Background: an optimization exercise with open tools, aiming at small area. Do not read the settings as production practice.
In this exercise RTL edits were held to simulation tests only and were not proved equivalent to the original.
The clock port is modelled as an ideal driver, which makes a skipped or thinned clock tree look cheaper than it is; a real chip needs a root buffer or a tree.
No activity file was given, so power comes from the tool's default toggle rates.

red:
==> module UART, before the edit <==
module UART (
    input        rst,
    input        clk,
    input        pop,       
    input  [2:0] code,      
    output       ready,
    output       tx
);
    localparam [13:0] PV = 14'h200a;    
    reg  [13:0] vt;
    wire [13:0] v = vt ^ PV;
    wire baud = (v == 14'h0E53);
    always @(posedge clk) begin
        if (rst)       vt <= 14'd0 ^ PV;
        else if (baud) vt <= 14'd1 ^ PV;
        else           vt <= {v[12:0], ~(v[13] ^ v[12])} ^ PV;
    end
    localparam [3:0] PU = 4'h1;          
    reg  [3:0] ut;
    wire [3:0] u = ut ^ PU;
    reg  [3:0] u_n;
    reg  [2:0] cd;
    always @* begin
        if (rst) u_n = 4'd0;
        else case (u)
            4'd0:  u_n = pop ? 4'd1 : 4'd0;
            4'd1:  u_n = 4'd2;
            4'd2:  u_n = baud ? 4'd3 : 4'd2;
            4'd3:  u_n = baud ? 4'd4 : 4'd3;
            4'd4:  u_n = baud ? 4'd5 : 4'd4;
            4'd5:  u_n = baud ? 4'd6 : 4'd5;
            4'd6:  u_n = baud ? 4'd7 : 4'd6;
            4'd7:  u_n = baud ? 4'd8 : 4'd7;
            4'd8:  u_n = baud ? 4'd9 : 4'd8;
            4'd9:  u_n = baud ? 4'd10 : 4'd9;
            4'd10: u_n = baud ? 4'd11 : 4'd10;
            4'd11: u_n = baud ? 4'd12 : 4'd11;
            default: u_n = 4'd0;
        endcase
    end
    always @(posedge clk) begin
        ut <= u_n ^ PU;
        if (u == 4'd0 && pop) cd <= code;
    end
    assign ready = (u == 4'd0) | (u == 4'd1);
    wire [3:0] d = (cd == 3'd5) ? 4'd8 : {1'b0, cd};
    reg txr;
    always @* case (u)
        4'd3:  txr = 1'b0;           
        4'd4:  txr = d[0];
        4'd5:  txr = d[1];
        4'd6:  txr = d[2];
        4'd7:  txr = d[3];
        4'd8, 4'd9, 4'd10, 4'd11: txr = 1'b0;
        default: txr = 1'b1;         
    endcase
    assign tx = txr;
endmodule
==> module PmodGYRO, before the edit <==
module PmodGYRO (
	input rst,
	input clk,
	output reg cs,
	output     sclk,
	output reg mosi,
	input      miso,
	output [15:0] data_x,
	output [15:0] data_y,
	output [15:0] data_z,
	output        valid,
	output        update
);
	localparam [7:0] PC = 8'h20;
	localparam [2:0] PB = 3'h0;
	localparam [1:0] PP = 2'h0;
	reg  [7:0] ct;
	wire [7:0] c = ct ^ PC;
	reg  [8:0] h;
	reg  [2:0] bt;
	reg  [1:0] pt;
	wire [2:0] b = bt ^ PB;
	wire [1:0] ph = pt ^ PP;
	reg [38:0] sr;
	reg [47:0] xyz;
	reg        vld;
	wire run    = &ph;
	wire fin    = cs | (c[7] & c[6]);
	wire last   = run ? (b == 3'd6) : (b == 3'd1);    
	wire sample = c[3:0] == 4'd7;                    
	wire e      = c[7] & c[1] & (fin ? (b[2] & c[6]) : c[3]);
	reg  [7:0] c_n;
	reg  [2:0] b_n;
	reg  [1:0] ph_n;
	always @* begin
		c_n  = c;
		b_n  = b;
		ph_n = ph;
		if (rst) begin
			c_n  = 8'hC1;
			b_n  = 3'd5;
			ph_n = 2'd0;
		end else if (e) begin
			c_n = 8'd10;
			if (fin) begin
				b_n = 3'd0;
				if (!run && !b[0]) ph_n = ph + 2'd1;
			end else if (last) begin
				b_n = 3'd0;
				c_n = 8'hC2;
			end else
				b_n = b + 3'd1;
		end else begin
			c_n = c + 8'd1;
			if (fin && (&c) && (&h)) b_n = b + 3'd1;
		end
	end
	wire       h_en = fin ? ~e : (sample | e & last);
	wire [8:0] h_d  = fin ? h + {8'd0, &c} : (e ? 9'd0 : {h[7:0], miso});
	always @(posedge clk) begin
		ct <= c_n ^ PC;
		bt <= b_n ^ PB;
		pt <= ph_n ^ PP;
		if (h_en)
			h <= h_d;
		cs <= rst | (fin & ~e);
	end
	wire load = run & ~fin & e & last;
	assign update = run & fin & ~cs;
	reg nb;
	wire [2:0] bi = run ? ((b == 3'd0) ? 3'd4 : 3'd5) : {1'b0, ph + b[1:0]};
	always @* case ({bi, c[6:4]})
		6'd2: nb = 1'b1;
		6'd12: nb = 1'b1;
		6'd13: nb = 1'b1;
		6'd14: nb = 1'b1;
		6'd15: nb = 1'b1;
		6'd18: nb = 1'b1;
		6'd21: nb = 1'b1;
		6'd27: nb = 1'b1;
		6'd32: nb = 1'b1;
		6'd33: nb = 1'b1;
		6'd34: nb = 1'b1;
		6'd36: nb = 1'b1;
		default: nb = 1'b0;
	endcase
	always @(posedge clk) begin
		if (rst)
			mosi <= 1'b0;
		else if (!fin && c[3:0] == 4'd15)
			mosi <= nb;
	end
	assign sclk = fin | c[3];
	always @(posedge clk)
		if (sample)
			sr <= {sr[37:0], h[8]};
	wire [47:0] ch = {sr, h};
	always @(posedge clk) begin
		if (load)
			xyz <= {ch[7:0], ch[15:8], ch[23:16], ch[31:24], ch[39:32], ch[47:40]};
		if (rst)
			vld <= 1'b0;
		else if (load)
			vld <= 1'b1;
	end
	assign data_z = xyz[47:32];
	assign data_y = xyz[31:16];
	assign data_x = xyz[15:0];
	assign valid  = vld;
endmodule
Settings: LEC_CHECK=0, CAP_MARGIN=20, CORE_MARGIN=2, CORE_UTILIZATION=40, CTS_BUF_LIST=sky130_fd_sc_hd__clkbuf_8, SLEW_MARGIN=20; clock period 10.0 ns.
standard.sh (not shown) runs the stock make flow with config.mk's settings and CLKGATE_MAP_FILE= SYNTH_SCRIPT=/design/flow/synth_recipe.tcl, a recipe that flattens the netlist after the stock synthesis.
==> flow/flow/run.sh <==
#!/bin/bash
# The standard layout, with these changes:
#  - synthesis maps logic with an area-oriented ABC script (flow/area.abc)
#    in place of ORFS's speed script; everything else in synthesis is as
#    standard.sh runs it. Should ABC fail on it, synthesis is rerun with
#    flow/area_safe.abc, the same mapping without the don't-care passes;
#  - port buffers are sky130_fd_sc_hd__buf_1;
#  - the clock tree is built by flow/cts_tree.tcl (a root buffer driving
#    leaf buffers of at most CTS_TREE_MAX_SINKS flip-flops each) in place
#    of TritonCTS.
# Each step's full output is in the ORFS logs under orfs/logs; the make
# output of each call is in synth.log, synth_safe.log and standard.log.
set -uo pipefail
export CTS_TREE_NET=clk CTS_TREE_MAX_SINKS=18 CTS_TREE_LEAF=sky130_fd_sc_hd__clkbuf_8 CTS_TREE_ROOT=sky130_fd_sc_hd__clkbuf_4
W=$(pwd)
make_synth_script() {  # $1 = ABC script, $2 = output name
  sed "s#^  log_cmd abc {\*}\$abc_args#  set abc_args [lreplace \$abc_args 1 1 $1]\n  log_cmd abc {*}\$abc_args#" \
    "$FLOW_HOME/scripts/synth.tcl" > "$W/synth_$2.tcl"
  sed "s#source \$::env(SCRIPTS_DIR)/synth.tcl#source $W/synth_$2.tcl#" synth_recipe.tcl > "$W/synth_recipe_$2.tcl"
}
make_synth_script "$W/flow/area.abc" area
make_synth_script "$W/flow/area_safe.abc" safe
S="$W/synth_recipe_area.tcl"
if ! bash standard.sh "SYNTH_SCRIPT=$S" synth > synth.log 2>&1; then
  S="$W/synth_recipe_safe.tcl"
  bash standard.sh "SYNTH_SCRIPT=$S" synth > synth_safe.log 2>&1 || exit 1
fi
bash standard.sh "SYNTH_SCRIPT=$S" \
  "BUFFER_PORTS_ARGS=-buffer_cell sky130_fd_sc_hd__buf_1" \
  "PRE_CTS_TCL=$W/flow/cts_tree.tcl" \
  finish > standard.log 2>&1
Other scripts of this flow, unchanged in this note and not shown: flow/flow/area.abc, flow/flow/area_safe.abc, flow/flow/cts_tree.tcl
[inputs] blue vs red
--- a/flow/design.v
+++ b/flow/design.v
@@ -20,9 +20,9 @@
     input  [2:0] code,      
     output       ready,
     output       tx
 );
-    localparam [13:0] PV = 14'h200a;    
+    localparam [13:0] PV = 14'h000a;    
     reg  [13:0] vt;
     wire [13:0] v = vt ^ PV;
     wire baud = (v == 14'h0E53);
     always @(posedge clk) begin
@@ -83,60 +83,54 @@
 	output [15:0] data_z,
 	output        valid,
 	output        update
 );
-	localparam [7:0] PC = 8'h20;
-	localparam [2:0] PB = 3'h0;
-	localparam [1:0] PP = 2'h0;
-	reg  [7:0] ct;
-	wire [7:0] c = ct ^ PC;
-	reg  [8:0] h;
+	localparam [16:0] PC = 17'h00000;
+	localparam [2:0]  PB = 3'h0;
+	localparam [1:0]  PP = 2'h0;
+	reg [16:0] ct;
 	reg  [2:0] bt;
 	reg  [1:0] pt;
-	wire [2:0] b = bt ^ PB;
-	wire [1:0] ph = pt ^ PP;
-	reg [38:0] sr;
+	wire [16:0] c  = ct ^ PC;
+	wire  [2:0] b  = bt ^ PB;
+	wire  [1:0] ph = pt ^ PP;
+	reg [47:0] sr;
 	reg [47:0] xyz;
 	reg        vld;
-	wire run    = &ph;
-	wire fin    = cs | (c[7] & c[6]);
-	wire last   = run ? (b == 3'd6) : (b == 3'd1);    
-	wire sample = c[3:0] == 4'd7;                    
-	wire e      = c[7] & c[1] & (fin ? (b[2] & c[6]) : c[3]);
-	reg  [7:0] c_n;
+	wire run  = &ph;
+	wire fin  = cs | c[8];
+	wire last = run ? (b == 3'd6) : (b == 3'd1);    
+	wire e    = c[3] & c[1] & (fin ? (b[2] & c[8]) : c[7]);
+	reg [16:0] c_n;
 	reg  [2:0] b_n;
 	reg  [1:0] ph_n;
 	always @* begin
 		c_n  = c;
 		b_n  = b;
 		ph_n = ph;
 		if (rst) begin
-			c_n  = 8'hC1;
-			b_n  = 3'd5;
+			c_n  = 17'h10109;
+			b_n  = 3'd4;
 			ph_n = 2'd0;
 		end else if (e) begin
-			c_n = 8'd10;
+			c_n = 17'd10;
 			if (fin) begin
 				b_n = 3'd0;
-				if (!run && !b[0]) ph_n = ph + 2'd1;
+				if (!run && !c[16]) ph_n = ph + 2'd1;
 			end else if (last) begin
 				b_n = 3'd0;
-				c_n = 8'hC2;
+				c_n = 17'h10A;
 			end else
 				b_n = b + 3'd1;
 		end else begin
-			c_n = c + 8'd1;
-			if (fin && (&c) && (&h)) b_n = b + 3'd1;
+			c_n = c + 17'd1;
+			if (fin && (&c)) b_n = b + 3'd1;
 		end
 	end
-	wire       h_en = fin ? ~e : (sample | e & last);
-	wire [8:0] h_d  = fin ? h + {8'd0, &c} : (e ? 9'd0 : {h[7:0], miso});
 	always @(posedge clk) begin
 		ct <= c_n ^ PC;
 		bt <= b_n ^ PB;
 		pt <= ph_n ^ PP;
-		if (h_en)
-			h <= h_d;
 		cs <= rst | (fin & ~e);
 	end
 	wire load = run & ~fin & e & last;
 	assign update = run & fin & ~cs;
@@ -164,14 +158,13 @@
 			mosi <= nb;
 	end
 	assign sclk = fin | c[3];
 	always @(posedge clk)
-		if (sample)
-			sr <= {sr[37:0], h[8]};
-	wire [47:0] ch = {sr, h};
+		if (c[3:0] == 4'd7)
+			sr <= {sr[46:0], miso};
 	always @(posedge clk) begin
 		if (load)
-			xyz <= {ch[7:0], ch[15:8], ch[23:16], ch[31:24], ch[39:32], ch[47:40]};
+			xyz <= {sr[7:0], sr[15:8], sr[23:16], sr[31:24], sr[39:32], sr[47:40]};
 		if (rst)
 			vld <= 1'b0;
 		else if (load)
 			vld <= 1'b1;
Notes after the runs:
- Cmp blue and red / transition time of the tightest slew-check pin / higher: blue
- Of blue and red, the run reporting the lower met3 layer wire length in the routed design was red.
- As of blue, peak supply drop had risen by more than 10% compared to red.
- Delta (blue minus red): sequential share of cell area moved up; switching part of the total moved down; power moved down.
In every run of this note, the design's own scripts or RTL, not TritonCTS, make the clock network.

========
TopGlove, a different RTL version from the one above (not shown whole).
Size: ~180 flip-flops, roughly 32 I/O pins, ~0.0064 sq mm of cells after synthesis.
==> module TopGlove, before the edit <==
module TopGlove (
    input clk,
    input rst,
    input [1:0] sw,
    input btn_up,
    input btn_down,
    input btn_left,
    input btn_center,
    output gyro_cs,
    output gyro_sclk,
    output gyro_mosi,
    input  gyro_miso,
    output reg [15:0] LED,
    input       master_rts,
    output      master_rx,
    input       master_tx,
    output      master_cts
);
    wire up_p, down_p, left_p, center_p;
    DebouncePulse db_up(.clk(clk), .in(btn_up), .out(up_p));
    DebouncePulse db_down(.clk(clk), .in(btn_down), .out(down_p));
    DebouncePulse db_left(.clk(clk), .in(btn_left), .out(left_p));
    DebouncePulse db_center(.clk(clk), .in(btn_center), .out(center_p));
    assign master_cts = 0;
    wire [15:0] data_x, data_y, data_z;
    wire valid, update;
    PmodGYRO pgyro0 (
        .rst   (rst),
        .clk   (clk),
        .cs    (gyro_cs),
        .sclk  (gyro_sclk),
        .mosi  (gyro_mosi),
        .miso  (gyro_miso),
        .data_x(data_x),
        .data_y(data_y),
        .data_z(data_z),
        .valid (valid),
        .update(update)
    );
    reg [2:0] buffer [0:3];
    reg [1:0] head, tail;
    reg       tb;       
    wire ready;
    wire pop = ready && !master_rts && head != tail;
    UART master (
        .rst  (rst),
        .clk  (clk),
        .pop  (pop),
        .code (buffer[head]),
        .ready(ready),
        .tx   (master_rx)
    );
    wire notfull = (tail == 2'd3) || (tail + 2'd1 != head);
    wire [4:0] g = tb ? data_z[15:11] : data_y[15:11];
    wire g_neg = g[4] & ~&g[3:0];    
    wire g_pos = ~g[4] & |g[3:1];    
    reg       push;
    reg [2:0] wcode;
    always @* begin
        push = 1'b1;
        if (left_p)        wcode = 3'd4;
        else if (center_p) wcode = 3'd5;
        else if (up_p)     wcode = 3'd6;
        else if (down_p)   wcode = 3'd7;
        else begin
            wcode = {1'b0, ~tb, g_pos};
            push  = update & (g_neg | g_pos);
        end
    end
    always @(posedge clk) begin
        if (notfull && push)
            buffer[tail] <= wcode;
        if (rst) begin
            head <= 0;
            tail <= 0;
            tb   <= 0;
        end else begin
            if (pop)
                head <= head + 1;
            if (notfull && push)
                tail <= tail + 1;
            if (!notfull)
                tb <= 0;
            else if (!(left_p | center_p | up_p | down_p) && update)
                tb <= ~tb;
        end
    end
    wire sel_x = valid & ~sw[1] & ~sw[0];
    wire sel_y = valid & ~sw[1] & sw[0];
    wire sel_z = valid & sw[1];
    always @*
        LED = ({16{sel_x}} & data_x) | ({16{sel_y}} & data_y) | ({16{sel_z}} & data_z);
endmodule
export LEC_CHECK = 0
export CAP_MARGIN = 20
export CORE_MARGIN = 2
export CORE_UTILIZATION = 40
export CTS_BUF_LIST = sky130_fd_sc_hd__clkbuf_8
export SLEW_MARGIN = 20
create_clock -name core_clock -period 10.0 [get_ports {clk}]
==> flow/flow/run.sh <==
#!/bin/bash
# The standard layout, with these changes:
#  - synthesis maps logic with an area-oriented ABC script (flow/area.abc)
#    in place of ORFS's speed script; everything else in synthesis is as
#    standard.sh runs it;
#  - port buffers are sky130_fd_sc_hd__buf_1;
#  - the clock tree is built by flow/cts_tree.tcl (a root buffer driving
#    leaf buffers of at most CTS_TREE_MAX_SINKS flip-flops each) in place
#    of TritonCTS.
# Each tool's output goes to the ORFS logs under orfs/logs and to standard.log.
set -euo pipefail
export CTS_TREE_NET=clk CTS_TREE_MAX_SINKS=18 CTS_TREE_LEAF=sky130_fd_sc_hd__clkbuf_8 CTS_TREE_ROOT=sky130_fd_sc_hd__clkbuf_4
W=$(pwd)
sed "s#^  log_cmd abc {\*}\$abc_args#  set abc_args [lreplace \$abc_args 1 1 $W/flow/area.abc]\n  log_cmd abc {*}\$abc_args#" \
  "$FLOW_HOME/scripts/synth.tcl" > "$W/synth_area.tcl"
sed "s#source \$::env(SCRIPTS_DIR)/synth.tcl#source $W/synth_area.tcl#" synth_recipe.tcl > "$W/synth_recipe_area.tcl"
bash standard.sh "SYNTH_SCRIPT=$W/synth_recipe_area.tcl" \
  "BUFFER_PORTS_ARGS=-buffer_cell sky130_fd_sc_hd__buf_1" \
  "PRE_CTS_TCL=$W/flow/cts_tree.tcl" \
  "CTS_ARGS=-sink_clustering_enable -repair_clock_nets -dont_use_dummy_load -buf_list sky130_fd_sc_hd__clkbuf_8" \
  finish > standard.log 2>&1
Other scripts of this flow, unchanged in this note and not shown: flow/flow/area.abc, flow/flow/cts_tree.tcl
Edit:
--- a/flow/design.v
+++ b/flow/design.v
@@ -215,10 +215,12 @@
         .valid (valid),
         .update(update)
     );
     reg [2:0] buffer [0:3];
     reg [1:0] head, tail;
+    wire [1:0] head_inc = {head[0], ~head[1]};
+    wire [1:0] tail_inc = {tail[0], ~tail[1]};
     reg       tb;       
     wire ready;
     wire pop = ready && !master_rts && head != tail;
     UART master (
         .rst  (rst),
@@ -226,11 +228,11 @@
         .pop  (pop),
         .code (buffer[head]),
         .ready(ready),
         .tx   (master_rx)
     );
-    wire notfull = (tail == 2'd3) || (tail + 2'd1 != head);
+    wire notfull = (tail == 2'b10) || (tail_inc != head);
     wire [4:0] g = tb ? data_z[15:11] : data_y[15:11];
     wire g_neg = g[4] & ~&g[3:0];    
     wire g_pos = ~g[4] & |g[3:1];    
     reg       push;
     reg [2:0] wcode;
@@ -252,13 +254,13 @@
             head <= 0;
             tail <= 0;
             tb   <= 0;
         end else begin
             if (pop)
-                head <= head + 1;
+                head <= head_inc;
             if (notfull && push)
-                tail <= tail + 1;
+                tail <= tail_inc;
             if (!notfull)
                 tb <= 0;
             else if (!(left_p | center_p | up_p | down_p) && update)
                 tb <= ~tb;
         end
Outcome: Register-to-register slack degrades by 0.09 ns; utilization goes down by 0.10 points; via count goes up by 2.3%; critical path depth does not change; cell area stays flat.
No run of this note takes its clock network from TritonCTS; it comes from the design's own scripts or RTL.

## static timing again, ports no longer ideal
Ports are ideal in the flow. The routed layouts listed here were re-timed in OpenROAD.
Step 1 assumes that a clkbuf_16 drives the clock port and a buf_2 every other input.
Step 2 adds t to the input delays and takes it off the output delays; t is the mean of the earliest and latest rising clock arrival at the registers after step 1. Input paths then give back, and output paths get back, about the clock's delay inside the block.
a / b / c = ideal ports / drivers / drivers and shift; a / b = the first two.
run	t (ns)	slack for setup (ns)	hold WS [ns]
red	0.559	4.505 / 4.474 / 4.474	0.395 / 0.395 / 0.395
blue	0.554	4.399 / 4.346 / 4.346	0.394 / 0.394 / 0.394
the first run of note 2	0.544	4.505 / 4.477 / 4.477	0.395 / 0.395 / 0.395
the second run of note 2	0.571	4.516 / 4.461 / 4.461	0.394 / 0.394 / 0.394
After both steps setup and hold are still met in every run listed. For the second run of note 2, which loses most, drivers alone change the setup slack by -0.055 ns; drivers and shift together by -0.055 ns.
